Background: an optimization exercise with open tools, aiming at small area. Do not read the settings as production practice. Where RTL was checked, it was by simulation tests only, not by an equivalence proof against the original. The RTL of run 4 was laid out without a check of its function. Power figures rest on the tool's default switching activity, not on a simulated workload.

**design/flow/config.mk**
```make
export PLATFORM = sky130hd
export DESIGN_NAME = stack
export DESIGN_NICKNAME = stack
export VERILOG_FILES = /design/flow/design.v
export SDC_FILE = /design/flow/constraint.sdc
export NUM_CORES = 4
export LEC_CHECK = 0
export CAP_MARGIN = 0
export CORE_MARGIN = 2
export CORE_UTILIZATION = 65
export CTS_BUF_LIST = sky130_fd_sc_hd__clkbuf_4
export GPL_TIMING_DRIVEN = 0
export SLEW_MARGIN = 0
export SYNTH_HIERARCHICAL = 1
```
**design/flow/constraint.sdc**
```tcl
create_clock -name core_clock -period 5.0 [get_ports {clk}]
set_input_delay 1.0000 -clock core_clock [delete_from_list [all_inputs] [get_ports {clk}]]
set_output_delay 1.0000 -clock core_clock [all_outputs]
set_load 0.01 [all_outputs]
```
**design/flow/design.v**
```verilog
module g_aoi222(input wire a0, a1, b0, b1, c0, c1, output wire y);
    assign y = ~((a0 & a1) | (b0 & b1) | (c0 & c1));
endmodule
module g_nand2(input wire a, b, output wire y);
    assign y = ~(a & b);
endmodule
module g_nand3(input wire a, b, c, output wire y);
    assign y = ~(a & b & c);
endmodule
module g_andn(input wire a, bn, output wire y);    
    assign y = a & ~bn;
endmodule
module g_nor2(input wire a, b, output wire y);
    assign y = ~(a | b);
endmodule
module g_and2(input wire a, b, output wire y);
    assign y = a & b;
endmodule
module g_inv(input wire a, output wire y);
    assign y = ~a;
endmodule
module sel7(input wire [6:0] s, input wire [6:0] d, output wire o);
    wire x, y, z;
    g_aoi222 u_x(s[0], d[0], s[1], d[1], s[2], d[2], x);
    g_aoi222 u_y(s[3], d[3], s[4], d[4], s[5], d[5], y);
    g_nand2 u_z(s[6], d[6], z);
    g_nand3 u_o(x, y, z, o);
endmodule
module jbit(input wire reset, inc, dec, hold, l, r, q, output wire d);
    assign d = ~reset & ((inc & l) | (dec & r) | (hold & q));
endmodule
module g_full(input wire pop, inc, s6, s7, output wire full);
    assign full = (s7 & ~pop) | (s6 & inc);
endmodule
module g_empty(input wire push, dec, s0, s1, output wire empty);
    assign empty = (s0 & ~push) | (s1 & dec);
endmodule
module count_ctl(input wire [3:0] j, input wire reset, push, pop,
                 output wire [3:0] j_next, output wire [6:0] s, output wire [6:0] we,
                 output wire full, empty);
    wire s7, can_push, can_pop, inc, dec, hold, nj0, nj3;
    g_nor2 u_s0(j[3], j[0], s[0]);
    g_andn u_s1(j[0], j[1], s[1]);
    g_andn u_s2(j[1], j[2], s[2]);
    g_andn u_s3(j[2], j[3], s[3]);
    g_and2 u_s4(j[3], j[0], s[4]);
    g_andn u_s5(j[1], j[0], s[5]);
    g_andn u_s6(j[2], j[1], s[6]);
    g_andn u_s7(j[3], j[2], s7);
    genvar k;
    generate for (k = 0; k < 7; k = k + 1) begin : g_we
        g_and2 u_we(push, s[k], we[k]);
    end endgenerate
    g_andn u_cpu(push, s7, can_push);
    g_andn u_cpo(pop, s[0], can_pop);
    g_andn u_inc(can_push, can_pop, inc);
    g_andn u_dec(can_pop, can_push, dec);
    g_nor2 u_hold(inc, dec, hold);
    g_inv u_nj0(j[0], nj0);
    g_inv u_nj3(j[3], nj3);
    jbit u_j0(reset, inc, dec, hold, nj3, j[1], j[0], j_next[0]);
    jbit u_j1(reset, inc, dec, hold, j[0], j[2], j[1], j_next[1]);
    jbit u_j2(reset, inc, dec, hold, j[1], j[3], j[2], j_next[2]);
    jbit u_j3(reset, inc, dec, hold, j[2], nj0, j[3], j_next[3]);
    g_full u_full(pop, inc, s[6], s7, full);
    g_empty u_empty(push, dec, s[0], s[1], empty);
endmodule
module stack(input wire clk, reset, push, pop, input wire [15:0] value_in,
             output wire [15:0] value_out, output wire full, empty);
    reg [3:0] j;
    reg [15:0] m0, m1, m2, m3, m4, m5, m6;
    wire [3:0] j_next;
    wire [6:0] s, we;
    count_ctl u_ctl(j, reset, push, pop, j_next, s, we, full, empty);
    always @(posedge clk) j <= j_next;
    always @(posedge clk) begin
        if (we[0]) m0 <= value_in;
        if (we[1]) m1 <= value_in;
        if (we[2]) m2 <= value_in;
        if (we[3]) m3 <= value_in;
        if (we[4]) m4 <= value_in;
        if (we[5]) m5 <= value_in;
        if (we[6]) m6 <= value_in;
    end
    genvar k;
    generate for (k = 0; k < 16; k = k + 1) begin : g_rd
        sel7 u_sel(s, {m6[k], m5[k], m4[k], m3[k], m2[k], m1[k], m0[k]}, value_out[k]);
    end endgenerate
endmodule
```
**design/flow/flow/run.sh**
```bash
#!/bin/bash
# The standard ORFS flow (the standard.sh) with these changes:
#  - port buffers are the smallest buffer, sky130_fd_sc_hd__buf_1, rather
#    than the one buffer_ports picks by default;
#  - the buffers Yosys/ABC inserted are removed at floorplan;
#  - before the placement's repair_design, every combinational cell is
#    swapped for the smallest cell of its family (flow/downsize.tcl);
#    repair_design and the later timing repair size up what needs it;
#  - clock tree synthesis inserts no dummy loads.
# The full make output goes to standard.log in the work folder; ORFS's
# per-step logs stay under orfs/logs/.
set -euo pipefail
cd "$(dirname "$FLOW_CONFIG")"
export BUFFER_PORTS_ARGS="-buffer_cell sky130_fd_sc_hd__buf_1"
export REMOVE_ABC_BUFFERS=1
export PRE_RESIZE_TCL="$PWD/flow/downsize.tcl"
export CTS_ARGS="-sink_clustering_enable -repair_clock_nets -dont_use_dummy_load -buf_list sky130_fd_sc_hd__clkbuf_4"
bash standard.sh > standard.log 2>&1
```
**design/flow/flow/downsize.tcl**
```tcl
# Area recovery: every combinational cell is swapped for the smallest cell of
# its family (same function, lowest area, e.g. nor2b_4 -> nor2b_1). The
# repair_design that follows fixes any slew or capacitance this causes, and
# the timing repair after CTS any setup violation. Registers, clock cells,
# tap, fill and tie cells are left alone.
proc downsize_family {name} {
  if {![regexp {^(sky130_fd_sc_hd__[a-z0-9]+)_([0-9]+)$} $name -> fam drive]} { return "" }
  return $fam
}
set db [ord::get_db]
set best [dict create]
foreach lib [$db getLibs] {
  foreach m [$lib getMasters] {
    set n [$m getName]
    set fam [downsize_family $n]
    if {$fam eq ""} { continue }
    if {[string match "*lpflow*" $n] || [string match "*probe*" $n]} { continue }
    set a [expr {[$m getWidth] * [$m getHeight]}]
    regexp {_([0-9]+)$} $n -> d
    if {![dict exists $best $fam]} { dict set best $fam [list $a $d $n]; continue }
    lassign [dict get $best $fam] ba bd bn
    if {$a < $ba || ($a == $ba && $d < $bd)} { dict set best $fam [list $a $d $n] }
  }
}
set skip {df edf sdf sedf dl dfx dfr dfs dfb sdl clk tap fill decap conb diode}
set count 0
foreach inst [[ord::get_db_block] getInsts] {
  set m [$inst getMaster]
  if {[$m getType] ne "CORE"} { continue }
  set n [$m getName]
  set fam [downsize_family $n]
  if {$fam eq "" || ![dict exists $best $fam]} { continue }
  set short [string range $fam 16 end]
  set keep 0
  foreach p $skip { if {[string match "${p}*" $short]} { set keep 1 } }
  if {$keep} { continue }
  set target [lindex [dict get $best $fam] 2]
  if {$target ne $n} {
    replace_cell [$inst getName] $target
    incr count
  }
}
puts "downsize: $count cells swapped for their family's smallest"
```
**design/flow/standard.sh**
```bash
#!/bin/bash
# synth_recipe.tcl (not shown) runs the flow's synth.tcl, then flattens the netlist and writes it again
# the make line also repeats each setting of config.mk as NAME=value (left out here)
make -C /OpenROAD-flow-scripts/flow DESIGN_CONFIG=/design/flow/config.mk WORK_HOME=/design/flow/orfs CLKGATE_MAP_FILE= SYNTH_SCRIPT=/design/flow/synth_recipe.tcl "${@:-finish}"
```
==> summary.txt, run 1 <==
Clocking
  – Post-CTS sizing: 0
  – Clk root buf: clkbuf_4
  – CTS max path bufs: 2
  – Hold buffers post-CTS: 0
  – CTS tree: built
  – Worst-path clk slew: 90 ps
  – CTS buffer count: 17
  – Clock Latency Late Sink: 480 ps
  – Post-CTS setup buffers: 0
  – H-Tree Depth: 4
  – Sinks on Clock Net: 116

Final layout
  – Commonest non-fill, non-tap cell in the layout: edfxtp_1
  – Area growth syn-to-layout: 9.755%
  – Final net count: 299
  – Layout cells sized above 1: 10.83%
  – Ant diodes: 0
  – Most frequent cells in the layout: edfxtp_1, buf_1, a222oi_1, nand2_1, clkbuf_4
  – Design area: 0.004603 mm^2

Synth
  – Synth area leader: edfxtp_1
  – Post-Syn Area: 0.004194 mm^2
  – Synth Warn #: 7
  – Post-Syn Instances: 216
  – Register area share after synthesis: 82.10%
  – Count of cell types in the netlist: 10
  – Top cell type's share of synthesized area: 80.19%
  – Yosys reg bits: 116
  – Syn_area_per_cell: 19.42 um^2
  – Synth area leaders: edfxtp_1, a222oi_1, nor2b_4

Routing
  – Final wirelength: 8.214 mm
  – Vias: 2373
  – Routed WL per cell: 23.20 um
  – Starting DRT DRC Count: 359
  – Drt pass-1 iters: 9
  – Vias per cell: 6.703
  – Final ANT Viol Nets: 0
  – DRC viols: 0

Power and ir drop
  – Comb power frac: 9.4%
  – P_sw: 364.8 uW
  – Internal power: 1.308 mW
  – Leak pwr: 1.431 nW
  – Clk pwr share: 24.6%
  – Sequential power share: 66.1%
  – Pwr dens: 363.5 mW/mm^2
  – Sw Ratio: 21.80%
  – VDD IR max: 337.7 uV

Critical path
  – R2R depth: 2
  – Biggest fanout along the worst timing path: 17
  – Critical Path Sink Type: output pin
  – Worst path max stage delay: 950 ps
  – Buf/Inv on CP: 1
  – Reg2reg end: m4[13]
  – Critical Path AT: 2410 ps
  – WS Path Type: reg2out
  – Required time worst endpoint: 4000 ps
  – CP delay by family, top: simple AND/OR/NAND/NOR gates
  – Worst r2r src: j[0]
  – FF-to-FF setup slack: 2070 ps
  – Startpoint Class: flop
  – Worst path slowest cell: and2_0
  – Crit path cell chain: and2_0, a222oi_1, nand3_1, buf_1

GRT
  – Grt ovf: 0
  – Met1 GRT Util: 33.79%
  – Pin count of the biggest net entering global routing: 18
  – Total global-route track usage: 24.86%
  – Vias in the first global route: 2307
  – Antenna violations before repair: 0
  – Busiest grt layer: met2
  – First-pass GRT wire length: 12.43 mm
  – GRT met3 Usage: 8.555%
  – Met2 usage: 38.31%

Timing
  – Unrepaired setup endpoints after global routing: no
  – Worst rel slew slack: 15.38%
  – Hold Violations, Final: 0
  – Total negative slack: 0 ps
  – Final Setup Violations: 0
  – Fmax: 0.2928 GHz
  – Period utilization: 68.30%
  – Slew @ Worst Pin: 1269 ps
  – Setup ws final: 1585 ps
  – Slew Viols, Final: 0
  – Final Skew: 33.55 ps
  – Fin crit period: 3415 ps

Placed design
  – # port buffers: 37
  – Pre-CTS WS: 1801 ps
  – Post-DP HPWL: 4.833 mm
  – Final Wtd Congestion: 0.7832
  – Post-DP Area: 0.004471 mm^2

Hold path
  – Worst Hold Class: reg2reg
  – Hold endpoint: j[0]
  – Worst Min Path Start: j[3]
  – Hold path depth: 3

Job
  – Max-cap violation count: 0

Floorplanning
  – Die area: 0.007111 mm^2
  – Die Wd: 84.33 um
  – Initial core utilization: 66.81%
  – Die Y: 84.33 um
  – Core region area: 0.006277 mm^2
  – Row Count: 29
  – Ports: 38

Status
  – Status: no timing/DRC/antenna violations
-- power groups by stage --
stage	clock, mW	sequential, mW	combinational, mW
after floorplan	0	1.13	0.0884
after global placement	0	1.13	0.148
after detailed placement	0	1.13	0.159
after CTS	0.425	1.11	0.159
after global routing	0.461	1.11	0.172
final	0.411	1.11	0.157
-- cell families (layout without fill, tap and decap cells) --
| family | count (synthesis) | count (layout) | synth area share, % |
|---|---|---|---|
| buf+inv | 4 | 65 | 0.3579 |
| compound gates | 38 | 38 | 9.010 |
| flops | 116 | 116 | 82.10 |
| simple gates | 58 | 58 | 8.532 |
-- metrics by stage --
stage	hold WS [ps]	utilization (%)	std cells	power [mW]
3_5_place_dp	623.0	71.22	337	1.286
2_1_floorplan	570.2	-	216	1.214
5_1_grt	693.1	73.33	354	1.740
3_3_place_gp	621.6	70.56	330	1.275
4_1_cts	616.2	73.25	354	1.690
6_report	631.9	73.33	354	1.673
-- routing by layer --
metal | routed length (um) | up-vias | part of all wire (%)
met3 | 729 | 9 | 8.9
met4 | 86 | 0 | 1.0
met1 | 3261 | 1182 | 40
met2 | 4137 | 125 | 50
met5 | 0 | - | 0
li1 | - | 1057 | -
-- modules after synthesis (local to each module, per instance), a selection --
module	area, um^2	cells	times used
g_and2	6.256	1	8
g_empty	16.27	3	1
g_inv	3.754	1	2
g_aoi222	10.01	1	32
g_andn	13.76	1	10
g_nand2	3.754	1	16
g_nor2	3.754	1	2
jbit	13.76	2	4
g_nand3	5.005	1	16
-- flip-flops by register name, summed over array words and instances, names as in the netlist --
name / flops
m2: 16
m0: 16
m6: 16
m4: 16
m3: 16
m1: 16
j: 4
m5: 16
-- cells in the mapped netlist, drive strengths merged --
library cell and instances:
o21ai 2, a222oi 36, edfxtp 112, and2 8, nand2 18, nor2 6
nand3 16, inv 4, dfxtp 4, nor2b 10
-- worst register-to-register path, stage by stage (launching register included) --
cell,delay [ps]
dfxtp_1,470
and2_0,950
and2_0,1090
-- worst max-delay path by stage --
stage          startpoint      endpoint  slack (ps)  cells after the start
5_1_grt              j[0]  value_out[8]        1430                      4
3_5_place_dp         j[1]  value_out[3]        1800                      4
2_1_floorplan         pop         empty        2510                      4
3_3_place_gp         j[0]  value_out[9]        1510                      4
4_1_cts              j[1]  value_out[3]        1220                      4
6_report             j[0]  value_out[3]        1590                      4
-- cell type report --
type / count / area, um^2
Multi-Input combinational cell: 96 / 668.1
Clock buffer: 17 / 127.6
Tap cell: 77 / 96.34
Fill cell: 410 / 1674
Inverter: 4 / 15.01
Sequential cell: 116 / 3443
Timing Repair Buffer: 44 / 252.7
==> run 2, diff against run 1 <==
--- a/design/flow/config.mk
+++ b/design/flow/config.mk
@@ -7,7 +7,7 @@
 export LEC_CHECK = 0
 export CAP_MARGIN = 0
 export CORE_MARGIN = 2
-export CORE_UTILIZATION = 65
+export CORE_UTILIZATION = 55
 export CTS_BUF_LIST = sky130_fd_sc_hd__clkbuf_4
 export GPL_TIMING_DRIVEN = 0
 export SLEW_MARGIN = 0
==> run 2 against run 1 <==
  * Largest power group unchanged
  * Worst hold slack worse by 5.0 ps
  * Final area fell by 0.73%
  * Die area increased by 17%
  * First-iteration DRC count decreased by 27%
  * Sequential power barely moved
  * Sequential cell count did not move
  * Still clean on timing, DRC and antenna
  * Critical endpoint is now value_out[12]
  * Final cell count is 5.4% higher
  * Wire length shrank 2.9%
  * Clock-buffer cell count unchanged
  * Synthesized cell count stayed put
  * Core utilization fell by 11 points
==> summary.txt, run 2 <==
Clocking
  – Post-CTS setup buffers: 0 (unchanged)
  – Worst-path clk slew: 80 ps (about the same)
  – Hold buffers post-CTS: 0 (unchanged)
  – CTS tree: built
  – Sinks on Clock Net: 116 (unchanged)
  – CTS max path bufs: 2 (unchanged)
  – CTS buffer count: 17 (unchanged)
  – Clock Latency Late Sink: 480 ps (about the same)
  – H-Tree Depth: 4 (unchanged)
  – Post-CTS sizing: 0 (unchanged)
  – Clk root buf: clkbuf_4

GRT
  – Total global-route track usage: 20.35% (-4.5 points)
  – Antenna violations before repair: 0 (unchanged)
  – First-pass GRT wire length: 12.05 mm (-3.1%)
  – Pin count of the biggest net entering global routing: 20 (+2)
  – Vias in the first global route: 2175 (-5.7%)
  – Grt ovf: 0 (unchanged)

Synth
  – Syn_area_per_cell: 19.42 um^2 (unchanged)
  – Post-Syn Area: 0.004194 mm^2 (unchanged)
  – Count leader, synth: edfxtp_1
  – Top cell type's share of synthesized area: 80.19% (unchanged)
  – Post-synth EDFFs: 112 (unchanged)
  – Synth top cells by count: edfxtp_1, a222oi_1, nand2_1
  – Count of cell types in the netlist: 10 (unchanged)
  – Synth Warn #: 7 (unchanged)
  – Synth area leaders: edfxtp_1, a222oi_1, nor2b_4
  – Post-Syn Instances: 216 (unchanged)
  – Ys async rst share: 0% (unchanged)
  – Register area share after synthesis: 82.10% (unchanged)
  – Yosys reg bits: 116 (unchanged)
  – Synth Flop Type: edfxtp_1
  – Synth area leader: edfxtp_1

Routing
  – Vias per cell: 6.110 (-8.9%)
  – Drt pass-1 iters: 6 (-3)
  – Vias: 2279 (-4.0%)
  – Final wirelength: 7.977 mm (-2.9%)
  – Starting DRT DRC Count: 263 (-27%)
  – DRC viols: 0 (unchanged)
  – Final ANT Viol Nets: 0 (unchanged)
  – Routed WL per cell: 21.39 um (-7.8%)

Floorplanning
  – Core region area: 0.007331 mm^2 (+17%)
  – Ports: 38 (unchanged)
  – Die area: 0.008340 mm^2 (+17%)
  – Row Count: 31 (+6.9%)
  – Die Y: 91.33 um (+8.3%)
  – Die Wd: 91.33 um (+8.3%)
  – Initial core utilization: 57.21% (-9.6 points)

Timing
  – Total negative slack: 0 ps (unchanged)
  – WHS: 626.9 ps (-5.049 ps)
  – Period utilization: 68.97% (+0.67 points)
  – Fin crit period: 3448 ps (+33.65 ps)
  – Final Setup Violations: 0 (unchanged)
  – Slew Viols, Final: 0 (unchanged)
  – Final Skew: 22.98 ps (-10.57 ps)
  – Hold Violations, Final: 0 (unchanged)
  – Worst rel slew slack: 12.25% (-3.1 points)
  – Unrepaired setup endpoints after global routing: no
  – Fmax: 0.2900 GHz (-0.98%)
  – Slew @ Worst Pin: 1316 ps (+46.95 ps)

Final layout
  – Ant diodes: 0 (unchanged)
  – Most frequent cells in the layout: edfxtp_1, buf_1, a222oi_1, nand2_1, clkbuf_4
  – Area of the multi-input gates: 668.1 um^2 (unchanged)
  – Area growth syn-to-layout: 8.950%
  – Commonest non-fill, non-tap cell in the layout: edfxtp_1
  – Sequential cell area: 0.003443 mm^2 (unchanged)
  – Filler instances: 567 (+38%)
  – Final net count: 296 (-1.0%)
  – Final Core Density: 62.33% (-11 points)
  – Layout cells sized above 1: 9.854% (-0.98 points)

Critical path
  – CP Capture Point: value_out[12]
  – Biggest fanout along the worst timing path: 17 (unchanged)
  – Crit path cell chain: and2_0, a222oi_1, nand3_1, buf_1
  – FF-to-FF setup slack: 2190 ps (+120 ps)
  – Critical Path AT: 2450 ps (+40 ps)
  – Required time worst endpoint: 4000 ps (about the same)
  – Startpoint Class: flop
  – WS Path Type: reg2out
  – Worst r2r src: j[1]
  – R2R depth: 2 (unchanged)
  – Worst path max stage delay: 1010 ps (+60 ps)
  – Critical Path Source: j[0]
  – Worst path slowest cell: and2_0
  – Reg2reg end: m2[1]
  – Critical Path Sink Type: output pin

Power and ir drop
  – Leak pwr: 1.400 nW (-2.2%)
  – VDD IR max: 184.4 uV (-45%)
  – Pwr dens: 364.1 mW/mm^2 (+0.17%)

Placed design
  – Post-DP HPWL: 4.322 mm (-11%)
  – Final Wtd Congestion: 0.6778 (-13%)
  – # port buffers: 37 (unchanged)

Job
  – Max-cap violation count: 0 (unchanged)

Hold path
  – Worst Hold Class: reg2reg

Status
  – Status: no timing/DRC/antenna violations
## run 2: cell counts after synthesis
No cell type changed its count.
## run 2: logic make-up after synthesis
kind of cell    synth area share (%)
buf+inv                       0.3579
simple gates                   8.532
flops                          82.10
compound gates                 9.010
## run 2: critical path: cells and delay by family, from the launching register on
family	cells	cell delay, ps
DFF	1	460
and+or+nand+nor	2	1180
AOI/OAI and AO/OA	1	190
buffers and inverters	1	160
## run 2: final cells by class
type / instances / area share, %
clock buffers: 17 / 2.793
repair buffers: 41 / 4.189
well taps: 99 / 2.711
flip-flops and latches: 116 / 75.36
inverters: 4 / 0.3286
multi-input cells: 96 / 14.62
## run 2: stage by stage
stage                     setup slack, ps  cell area [um^2]  power [mW]  instances
after floorplan                      2505              4194       1.214        216
after global placement               1657              4457       1.274        352
after detailed placement             1913              4415       1.269        354
after CTS                            1508              4543       1.677        371
after global routing                 1345              4569       1.725        373
final                                1552              4569       1.664        373
## run 2: worst min-delay path by stage
stage	cells past startpoint	slack, ps	to	start
2_1_floorplan	3	570	j[3]	j[0]
4_1_cts	3	630	j[3]	j[0]
3_3_place_gp	3	620	j[3]	j[0]
6_report	3	630	j[3]	j[0]
3_5_place_dp	3	610	j[3]	j[0]
5_1_grt	3	680	j[3]	j[0]
## run 2: power breakdown
group          switching (mW)  internal [mW]  leakage, nW
sequential            0.00933           1.10         1.05
clock                   0.261          0.155       0.0782
combinational          0.0950         0.0474        0.268
total                   0.365           1.30         1.40
## run 2: routing by layer
metal  vias to the layer above  track usage (%)  wire length, um
met5                         -                0                0
met3                         4            5.560              547
met2                        98            32.78             3985
li1                       1043                -                -
met1                      1134            26.99             3411
met4                         0            7.071               31
## run 2: modules after synthesis (local to each module, per instance), a selection
module    cells  flip-flops and latches
g_nor2        1                       0
g_nand2       1                       0
g_and2        1                       0
g_aoi222      1                       0
g_andn        1                       0
g_inv         1                       0
jbit          2                       0
g_nand3       1                       0
g_full        3                       0
g_empty       3                       0
==> run 3, diff against run 2 <==
--- a/design/flow/flow/downsize.tcl
+++ b/design/flow/flow/downsize.tcl
@@ -1,5 +1,6 @@
 # Area recovery: every combinational cell is swapped for the smallest cell of
-# its family (same function, lowest area, e.g. nor2b_4 -> nor2b_1). The
+# its family (same function, lowest area, e.g. nor2b_4 -> nor2b_1; of cells
+# with the same area, the strongest, e.g. and2_1 rather than and2_0). The
 # repair_design that follows fixes any slew or capacitance this causes, and
 # the timing repair after CTS any setup violation. Registers, clock cells,
 # tap, fill and tie cells are left alone.
@@ -19,7 +20,7 @@
     regexp {_([0-9]+)$} $n -> d
     if {![dict exists $best $fam]} { dict set best $fam [list $a $d $n]; continue }
     lassign [dict get $best $fam] ba bd bn
-    if {$a < $ba || ($a == $ba && $d < $bd)} { dict set best $fam [list $a $d $n] }
+    if {$a < $ba || ($a == $ba && $d > $bd)} { dict set best $fam [list $a $d $n] }
   }
 }
 set skip {df edf sdf sedf dl dfx dfr dfs dfb sdl clk tap fill decap conb diode}
@@ -41,3 +42,4 @@
   }
 }
 puts "downsize: $count cells swapped for their family's smallest"
+
==> run 3 against run 2 <==
  * First-iteration DRC count up 4.2%
  * Final cell count down 0.80%
  * Highest routed layer unchanged
  * Die area unchanged
  * Worst hold slack worse by 5.3 ps
  * Core utilization down 0.51 points
  * Still clean on timing, DRC and antenna
==> summary.txt, run 3 <==
Status
  – Status: no timing/DRC/antenna violations

Clocking
  – Sinks on Clock Net: 116 (unchanged)
  – Clk root buf: clkbuf_4
  – CTS max path bufs: 2 (unchanged)
  – H-Tree Depth: 4 (unchanged)
  – CTS tree: built
  – Hold buffers post-CTS: 0 (unchanged)
  – Post-CTS setup buffers: 0 (unchanged)
  – Post-CTS sizing: 0 (unchanged)
  – Clock Latency Late Sink: 450 ps (-30 ps)
  – CTS buffer count: 17 (unchanged)
  – Worst-path clk slew: 80 ps (about the same)

Synth
  – Synth top cells by count: edfxtp_1, a222oi_1, nand2_1
  – Yosys reg bits: 116 (unchanged)
  – Post-synthesis simple-gate area fraction: 8.532% (unchanged)
  – Synth Flop Type: edfxtp_1
  – XOR/XNOR Fraction of Synth Area: 0% (unchanged)
  – Synth area leaders: edfxtp_1, a222oi_1, nor2b_4
  – Count of cell types in the netlist: 10 (unchanged)
  – Ys async rst share: 0% (unchanged)
  – Post-Syn Instances: 216 (unchanged)
  – Adder-cell share of the synthesized area: 0% (unchanged)
  – Mux share of post-synthesis cell area: 0% (unchanged)
  – Largest family of logic cells by synthesized area: compound AO/OA/AOI/OAI gates
  – Synth Warn #: 7 (unchanged)
  – Post-synth EDFFs: 112 (unchanged)
  – Top cell type's share of synthesized area: 80.19% (unchanged)
  – Post-Syn Area: 0.004194 mm^2 (unchanged)
  – Compound-Gate Fraction of Synth Area: 9.010% (unchanged)
  – Syn_area_per_cell: 19.42 um^2 (unchanged)
  – Synth area leader: edfxtp_1
  – Register area share after synthesis: 82.10% (unchanged)
  – Count leader, synth: edfxtp_1

Timing
  – Final Setup Violations: 0 (unchanged)
  – Fmax: 0.2909 GHz (+0.30%)
  – Hold Violations, Final: 0 (unchanged)
  – Total negative slack: 0 ps (unchanged)
  – Slew Viols, Final: 0 (unchanged)
  – Worst rel slew slack: 30.67% (+18 points)
  – Unrepaired setup endpoints after global routing: no
  – Slew @ Worst Pin: 1035 ps (-280.2 ps)
  – Final Skew: 25.06 ps (+2.083 ps)
  – Fin crit period: 3438 ps (-10.27 ps)
  – Period utilization: 68.76% (-0.21 points)

GRT
  – Busiest grt layer: met2
  – Total global-route track usage: 20.43% (+0.080 points)
  – Met1 GRT Util: 27.41% (+0.42 points)
  – Grt ovf: 0 (unchanged)
  – Pin count of the biggest net entering global routing: 20 (unchanged)
  – First-pass GRT wire length: 12.10 mm (+0.46%)
  – Antenna violations before repair: 0 (unchanged)
  – Met2 usage: 32.41% (-0.37 points)
  – GRT met3 Usage: 6.722% (+1.2 points)
  – Vias in the first global route: 2183 (+0.37%)

Final layout
  – Area growth syn-to-layout: 8.055%
  – Final net count: 293 (-1.0%)
  – Filler instances: 553 (-2.5%)
  – Commonest non-fill, non-tap cell in the layout: edfxtp_1
  – Layout cells sized above 1: 10.33% (+0.48 points)
  – Most frequent cells in the layout: edfxtp_1, buf_1, a222oi_1, nand2_1, clkbuf_4
  – Fin cells: 370 (-0.80%)
  – Ant diodes: 0 (unchanged)

Critical path
  – Buf/Inv on CP: 1 (unchanged)
  – CP delay by family, top: simple AND/OR/NAND/NOR gates
  – Critical Path Sink Type: output pin
  – Biggest fanout along the worst timing path: 19 (+2)
  – Crit path cell chain: nor2_2, nor2b_1, nor2b_1, nand2_1, o21ai_1, buf_1
  – Worst path max stage delay: 770 ps (-240 ps)
  – Most used cell, CP: nor2b_1
  – Required time worst endpoint: 4000 ps (about the same)
  – Critical Path AT: 2440 ps (about the same)
  – Worst path slowest cell: nor2_2
  – Startpoint Class: flop
  – WS Path Type: reg2out

Routing
  – Routed WL per cell: 21.30 um (-0.40%)
  – Final ANT Viol Nets: 0 (unchanged)
  – Final wirelength: 7.881 mm (-1.2%)
  – DRC viols: 0 (unchanged)
  – Vias: 2246 (-1.4%)
  – Starting DRT DRC Count: 274 (+4.2%)
  – Vias per cell: 6.070 (-0.65%)
  – Drt pass-1 iters: 6 (unchanged)

Floorplanning
  – Core region area: 0.007331 mm^2 (unchanged)
  – Ports: 38 (unchanged)
  – Initial core utilization: 57.21% (unchanged)
  – Row Count: 31 (unchanged)
  – Die area: 0.008340 mm^2 (unchanged)
  – Die Y: 91.33 um (unchanged)
  – Die Wd: 91.33 um (unchanged)

Power and ir drop
  – Leak pwr: 1.386 nW (-0.97%)
  – Clk pwr share: 25.0% (about the same)
  – P_sw: 364.7 uW (-0.15%)
  – Comb power frac: 8.5% (about the same)
  – Internal power: 1.297 mW (about the same)
  – Sw Ratio: 21.94% (about the same)
  – Pwr dens: 366.8 mW/mm^2 (+0.73%)
  – VDD IR max: 240.8 uV (+31%)
  – Sequential power share: 66.5% (about the same)

Placed design
  – # port buffers: 37 (unchanged)
  – Cells after DPL: 353 (-0.28%)
  – Post-DP HPWL: 4.228 mm (-2.2%)
  – Final Wtd Congestion: 0.6778 (unchanged)

Hold path
  – Worst Hold Class: reg2reg

Job
  – Max-cap violation count: 0 (unchanged)
[run 3: through the flow]
stage	hold WS [ps]	setup WS (ps)	util, %	power, mW	instance area (um^2)
floorplan	570.2	2505	-	1.214	4194
global route	674.3	1293	61.82	1.730	4532
CTS	620.5	1524	61.82	1.679	4532
detailed placement	593.7	1932	60.08	1.269	4404
global placement	618.6	1657	60.80	1.274	4457
finish	621.5	1562	61.82	1.662	4532
[run 3: power groups by stage]
stage          Sequential (mW)  Combinational [mW]  Clock, mW
6_report                  1.11               0.141      0.416
5_1_grt                   1.11               0.155      0.466
4_1_cts                   1.11               0.143      0.431
3_5_place_dp              1.13               0.142          0
3_3_place_gp              1.13               0.147          0
2_1_floorplan             1.13              0.0884          0
[run 3: cells by family (layout without fill, tap and decap cells)]
group | after synthesis | after routing
flops | 116 | 116
compound gates | 38 | 38
simple gates | 58 | 58
buf+inv | 4 | 59
[run 3: per-module statistics from Yosys (local to each module, per instance), a selection]
module / flops+latches / area (um^2) / cells inside
stack: 116 / 3443 / 116
g_aoi222: 0 / 10.01 / 1
g_full: 0 / 16.27 / 3
g_andn: 0 / 13.76 / 1
g_and2: 0 / 6.256 / 1
g_nand3: 0 / 5.005 / 1
g_empty: 0 / 16.27 / 3
g_inv: 0 / 3.754 / 1
g_nor2: 0 / 3.754 / 1
jbit: 0 / 13.76 / 2
g_nand2: 0 / 3.754 / 1
[run 3: worst register-to-register path, cell delays in order (launching register included)]
cell and delay, ps:
dfxtp_1 480, nor2b_2 890, and2_1 890
[run 3: path summary, 6_finish.rpt]
| kind | start | endpoint | slack, ps | depth (start not counted) |
|---|---|---|---|---|
| setup / recovery | j[0] | full | 1560 | 6 |
| hold / removal | j[0] | j[3] | 620 | 3 |
| setup reg to reg | j[0] | m1[1] | 2330 | 2 |
| hold reg to reg | j[0] | j[3] | 620 | 3 |
[run 3: metal layers]
metal / vias to the layer above / part of all wire (%)
met5: - / 0
met4: 0 / 0.41
met3: 4 / 5.3
met2: 66 / 50
met1: 1136 / 45
li1: 1040 / -
[run 3: cell type report]
type	instances	area (um^2)	area share [%]
Multi-Input combinational cell	96	668.1	14.74
Sequential cell	116	3443	75.98
Timing Repair Buffer	38	153.9	3.396
Tap cell	99	123.9	2.733
Clock buffer	17	127.6	2.816
Inverter	4	15.01	0.3313
==> run 4, diff against run 3 <==
==> design/flow/design.v (replaced) <==
module g_aoi222(input wire a0, a1, b0, b1, c0, c1, output wire y);
    assign y = ~((a0 & a1) | (b0 & b1) | (c0 & c1));
endmodule
module g_nand2(input wire a, b, output wire y);
    assign y = ~(a & b);
endmodule
module g_nand3(input wire a, b, c, output wire y);
    assign y = ~(a & b & c);
endmodule
module g_andn(input wire a, bn, output wire y);    
    assign y = a & ~bn;
endmodule
module g_nor2(input wire a, b, output wire y);
    assign y = ~(a | b);
endmodule
module g_and2(input wire a, b, output wire y);
    assign y = a & b;
endmodule
module g_inv(input wire a, output wire y);
    assign y = ~a;
endmodule
module g_nor3(input wire a, b, c, output wire y);
    assign y = ~(a | b | c);
endmodule
module g_nor3b(input wire a, b, cn, output wire y);   
    assign y = ~a & ~b & cn;
endmodule
module g_and3b(input wire a, b, cn, output wire y);   
    assign y = a & b & ~cn;
endmodule
module g_and3(input wire a, b, c, output wire y);
    assign y = a & b & c;
endmodule
module sel7(input wire [6:0] s, input wire [6:0] d, output wire o);
    wire x, y, z;
    g_aoi222 u_x(s[0], d[0], s[1], d[1], s[2], d[2], x);
    g_aoi222 u_y(s[3], d[3], s[4], d[4], s[5], d[5], y);
    g_nand2 u_z(s[6], d[6], z);
    g_nand3 u_o(x, y, z, o);
endmodule
module nbit(input wire reset, q, t, output wire d);
    assign d = ~reset & (q ^ t);
endmodule
module carry1(input wire inc, dec, n0, output wire t);
    assign t = n0 ? inc : dec;
endmodule
module carry2(input wire inc, dec, n0, n1, output wire t);
    assign t = (inc & n0 & n1) | (dec & ~n0 & ~n1);
endmodule
module g_full(input wire pop, inc, s6, s7, output wire full);
    assign full = (s7 & ~pop) | (s6 & inc);
endmodule
module g_empty(input wire push, dec, s0, s1, output wire empty);
    assign empty = (s0 & ~push) | (s1 & dec);
endmodule
module count_ctl(input wire [2:0] n, input wire reset, push, pop,
                 output wire [2:0] n_next, output wire [6:0] s, output wire [6:0] we,
                 output wire full, empty);
    wire s7, can_push, can_pop, inc, dec, hold, move, t1, t2;
    g_nor3  u_s0(n[2], n[1], n[0], s[0]);
    g_nor3b u_s1(n[2], n[1], n[0], s[1]);
    g_nor3b u_s2(n[2], n[0], n[1], s[2]);
    g_and3b u_s3(n[1], n[0], n[2], s[3]);
    g_nor3b u_s4(n[1], n[0], n[2], s[4]);
    g_and3b u_s5(n[2], n[0], n[1], s[5]);
    g_and3b u_s6(n[2], n[1], n[0], s[6]);
    g_and3  u_s7(n[2], n[1], n[0], s7);
    genvar k;
    generate for (k = 0; k < 7; k = k + 1) begin : g_we
        g_and2 u_we(push, s[k], we[k]);
    end endgenerate
    g_andn u_cpu(push, s7, can_push);
    g_andn u_cpo(pop, s[0], can_pop);
    g_andn u_inc(can_push, can_pop, inc);
    g_andn u_dec(can_pop, can_push, dec);
    g_nor2 u_hold(inc, dec, hold);
    g_inv u_move(hold, move);
    carry1 u_t1(inc, dec, n[0], t1);
    carry2 u_t2(inc, dec, n[0], n[1], t2);
    nbit u_n0(reset, n[0], move, n_next[0]);
    nbit u_n1(reset, n[1], t1, n_next[1]);
    nbit u_n2(reset, n[2], t2, n_next[2]);
    g_full u_full(pop, inc, s[6], s7, full);
    g_empty u_empty(push, dec, s[0], s[1], empty);
endmodule
module stack(input wire clk, reset, push, pop, input wire [15:0] value_in,
             output wire [15:0] value_out, output wire full, empty);
    reg [2:0] n;
    reg [15:0] m0, m1, m2, m3, m4, m5, m6;
    wire [2:0] n_next;
    wire [6:0] s, we;
    count_ctl u_ctl(n, reset, push, pop, n_next, s, we, full, empty);
    always @(posedge clk) n <= n_next;
    always @(posedge clk) begin
        if (we[0]) m0 <= value_in;
        if (we[1]) m1 <= value_in;
        if (we[2]) m2 <= value_in;
        if (we[3]) m3 <= value_in;
        if (we[4]) m4 <= value_in;
        if (we[5]) m5 <= value_in;
        if (we[6]) m6 <= value_in;
    end
    genvar k;
    generate for (k = 0; k < 16; k = k + 1) begin : g_rd
        sel7 u_sel(s, {m6[k], m5[k], m4[k], m3[k], m2[k], m1[k], m0[k]}, value_out[k]);
    end endgenerate
endmodule
==> run 4 against run 3 <==
  * Largest cell class unchanged
  * Final cell count increased by 0.81%
  * Final area is 0.83% higher
  * Core utilization grew 0.84 points
  * Highest routed layer unchanged
  * Still clean
  * Critical endpoint is now value_out[13]
  * Critical path depth decreased by 1
  * Clock power is essentially flat
  * Via count is 2.3% higher
  * Maximum frequency fell by 2.1%
==> summary.txt, run 4 <==
Placed design
  – Final Wtd Congestion: 0.7257 (+7.1%)
  – # port buffers: 37 (unchanged)
  – Cells after DPL: 356 (+0.85%)
  – Post-DP HPWL: 4.644 mm (+9.8%)
  – Pre-CTS WS: 1926 ps (-6.060 ps)

Synth
  – Post-synthesis simple-gate area fraction: 8.451% (-0.082 points)
  – Register area share after synthesis: 81.99% (-0.11 points)
  – Largest family of logic cells by synthesized area: simple AND/OR/NAND/NOR gates
  – Compound-Gate Fraction of Synth Area: 8.301% (-0.71 points)
  – Post-Syn Area: 0.004175 mm^2 (-0.45%)
  – Synth area leader: edfxtp_1
  – Adder-cell share of the synthesized area: 0% (unchanged)
  – Synth Warn #: 7 (unchanged)
  – Syn_area_per_cell: 19.33 um^2 (-0.45%)
  – Count leader, synth: edfxtp_1
  – Count of cell types in the netlist: 17 (+7)
  – Ys async rst share: 0% (unchanged)
  – Synth Flop Type: edfxtp_1
  – Mux share of post-synthesis cell area: 0.3596% (+0.36 points)
  – Synth top cells by count: edfxtp_1, a222oi_1, nand2_1
  – XOR/XNOR Fraction of Synth Area: 0.6293% (+0.63 points)
  – Post-Syn Instances: 216 (unchanged)
  – Top cell type's share of synthesized area: 80.55% (+0.36 points)
  – Post-synth EDFFs: 112 (unchanged)
  – Yosys reg bits: 115 (-0.86%)
  – Synth area leaders: edfxtp_1, a222oi_1, nand3_1

Critical path
  – Biggest fanout along the worst timing path: 12 (-7)
  – Critical Path Source: n[0]
  – WS Path Type: reg2out
  – Startpoint Class: flop
  – Worst path slowest cell: nor3b_2
  – R2R depth: 2 (unchanged)
  – Required time worst endpoint: 4000 ps (about the same)
  – Worst r2r src: n[0]
  – Critical Path Sink Type: output pin
  – Crit path cell chain: nor3b_2, buf_6, a222oi_1, nand3_1, buf_1
  – Critical Path AT: 2510 ps (+70 ps)
  – Worst path max stage delay: 810 ps (+40 ps)

Clocking
  – Clock Latency Late Sink: 470 ps (+20 ps)
  – Hold buffers post-CTS: 0 (unchanged)
  – Post-CTS setup buffers: 0 (unchanged)
  – CTS max path bufs: 2 (unchanged)
  – Clk root buf: clkbuf_4
  – Worst-path clk slew: 90 ps (about the same)
  – CTS buffer count: 17 (unchanged)
  – CTS tree: built
  – Sinks on Clock Net: 115 (-0.86%)
  – H-Tree Depth: 4 (unchanged)
  – Post-CTS sizing: 0 (unchanged)

Routing
  – Routed WL per cell: 22.53 um (+5.8%)
  – DRC viols: 0 (unchanged)
  – Vias per cell: 6.161 (+1.5%)
  – Drt pass-1 iters: 6 (unchanged)
  – Vias: 2298 (+2.3%)
  – Final wirelength: 8.404 mm (+6.6%)
  – Starting DRT DRC Count: 278 (+1.5%)
  – Final ANT Viol Nets: 0 (unchanged)

Final layout
  – Most frequent cells in the layout: edfxtp_1, buf_1, a222oi_1, nand2_1
  – Final Core Density: 62.66% (+0.84 points)
  – Commonest non-fill, non-tap cell in the layout: edfxtp_1
  – Ant diodes: 0 (unchanged)
  – Area growth syn-to-layout: 9.440%
  – Layout cells sized above 1: 10.58% (+0.25 points)
  – Fin cells: 373 (+0.81%)
  – Final net count: 296 (+1.0%)

Job
  – Max-cap violation count: 0 (unchanged)

Floorplanning
  – Die area: 0.008305 mm^2 (-0.43%)
  – Core region area: 0.007292 mm^2 (-0.53%)
  – Ports: 38 (unchanged)
  – Row Count: 31 (unchanged)
  – Die Wd: 91.13 um (-0.21%)
  – Die Y: 91.13 um (-0.21%)
  – Initial core utilization: 57.26% (about the same)

Timing
  – Hold Violations, Final: 0 (unchanged)
  – Final Skew: 30.37 ps (+5.315 ps)
  – Final Setup Violations: 0 (unchanged)
  – Fin crit period: 3511 ps (+72.43 ps)
  – Setup ws final: 1489 ps (-72.43 ps)
  – Total negative slack: 0 ps (unchanged)
  – Period utilization: 70.21% (+1.4 points)
  – Slew @ Worst Pin: 1056 ps (+20.81 ps)
  – Worst rel slew slack: 29.59% (-1.1 points)
  – Slew Viols, Final: 0 (unchanged)
  – Unrepaired setup endpoints after global routing: no
  – Fmax: 0.2849 GHz (-2.1%)

GRT
  – First-pass GRT wire length: 12.61 mm (+4.2%)
  – Antenna violations before repair: 0 (unchanged)
  – Pin count of the biggest net entering global routing: 19 (-5.0%)
  – Grt ovf: 0 (unchanged)
  – Vias in the first global route: 2121 (-2.8%)
  – Total global-route track usage: 21.72% (+1.3 points)

Hold path
  – Worst Min Path Start: n[2]
  – Worst Hold Class: reg2reg
  – Hold path depth: 2 (-1)

Power and ir drop
  – VDD IR max: 253.3 uV (+5.2%)
  – Pwr dens: 511.5 mW/mm^2 (+39%)
  – Total Power: 2.337 mW (+41%)
  – Leak pwr: 1.422 nW (+2.6%)

Status
  – Status: no timing/DRC/antenna violations
run 4: cell types whose count changed after synthesis, sizes merged, moves of 2 or more:
cell    change
a222oi      -4
nor2b       -6
nor2        -2
and3b       +3
xnor2       +3
nor3b       +3
run 4: worst paths after layout:
check,endpoint,slack (ps)
min,n[2],660
max,value_out[13],1490
max reg2reg,m5[6],2260
min reg2reg,n[2],660
run 4: logic make-up after synthesis:
logic type,after synthesis
AND/OR/NAND/NOR,59
XOR/XNOR,3
buffers and inverters,3
flip-flops,115
multiplexers,1
AO/OA/AOI/OAI,35
run 4: cell type report:
| class | instances | area, um^2 |
|---|---|---|
| Clock buffer | 17 | 127.6 |
| Fill cell | 579 | 2723 |
| Inverter | 3 | 11.26 |
| Multi-Input combinational cell | 98 | 695.7 |
| Sequential cell | 115 | 3423 |
| Tap cell | 99 | 123.9 |
| Timing Repair Buffer | 41 | 187.7 |
run 4: power breakdown:
group / total, mW / internal (mW) / switching, mW
registers: 1.24 / 1.19 / 0.0515
clock network: 0.419 / 0.155 / 0.264
logic: 0.679 / 0.252 / 0.427
total: 2.34 / 1.60 / 0.742
run 4: per-stage QoR:
stage | cell area (um^2) | hold slack (ps)
finish | 4569 | 659.7
global route | 4569 | 692.3
CTS | 4569 | 646.5
detailed placement | 4442 | 634.8
global placement | 4438 | 620.0
floorplan | 4175 | 587.4
run 4: per-layer routing:
layer	wire, um	part of all wire, %	global-route usage, %
met5	0	0	0
met4	70	0.83	7.197
met2	3885	46	32.04
met1	3878	46	31.52
met3	570	6.8	6.307
run 4: worst max-delay path, delay by kind of cell, from the launching register on:
kind | cells | cell delay (ps)
buf+inv | 2 | 410
compound gates | 1 | 80
simple gates | 2 | 950
flops | 1 | 610
run 4: Yosys stat by module (local to each module, per instance), a selection:
| module | flip-flops and latches | cells | times used | area, um^2 |
|---|---|---|---|---|
| g_and3 | 0 | 1 | 1 | 6.256 |
| stack | 115 | 115 | 1 | 3423 |
| g_full | 0 | 3 | 1 | 16.27 |
| g_nor2 | 0 | 1 | 1 | 3.754 |
| g_and3b | 0 | 1 | 3 | 8.758 |
| g_nand2 | 0 | 1 | 16 | 3.754 |
| carry1 | 0 | 1 | 1 | 15.01 |
| nbit | 0 | 2 | 3 | 12.51 |
| g_and2 | 0 | 1 | 7 | 6.256 |

[re-timing with driven ports]
The results above use ideal ports. As a check the final layouts listed here were re-extracted and re-timed, cells and wires unchanged.
Step 1, drivers: a clkbuf_16 drives clk and a buf_2 each remaining input, both assumed.
Step 2 times the ports against the registers' clock, not the clock port: input delays grow and output delays shrink by t, the midpoint of the rising clock arrivals with the driver on.
Three values: no drivers, after step 1, after step 2; two values: the first two.
| run | t (ns) | setup slack, ns | worst hold slack (ns) | clock arrival spread, ns | slew at the worst register clock pin (ns) |
|---|---|---|---|---|---|
| run 1 | 0.489 | 1.585 / 1.557 / 1.836 | 0.632 / 0.632 / 0.632 | 0.041 / 0.040 | 0.10 / 0.10 |
| run 2 | 0.484 | 1.552 / 1.523 / 1.882 | 0.627 / 0.627 / 0.627 | 0.045 / 0.046 | 0.11 / 0.11 |
| run 3 | 0.476 | 1.562 / 1.535 / 1.883 | 0.622 / 0.622 / 0.622 | 0.044 / 0.045 | 0.11 / 0.11 |
| run 4 | 0.490 | 1.489 / 1.461 / 1.883 | 0.660 / 0.660 / 0.660 | 0.045 / 0.045 | 0.11 / 0.11 |
After both steps setup and hold are still met in every run listed.
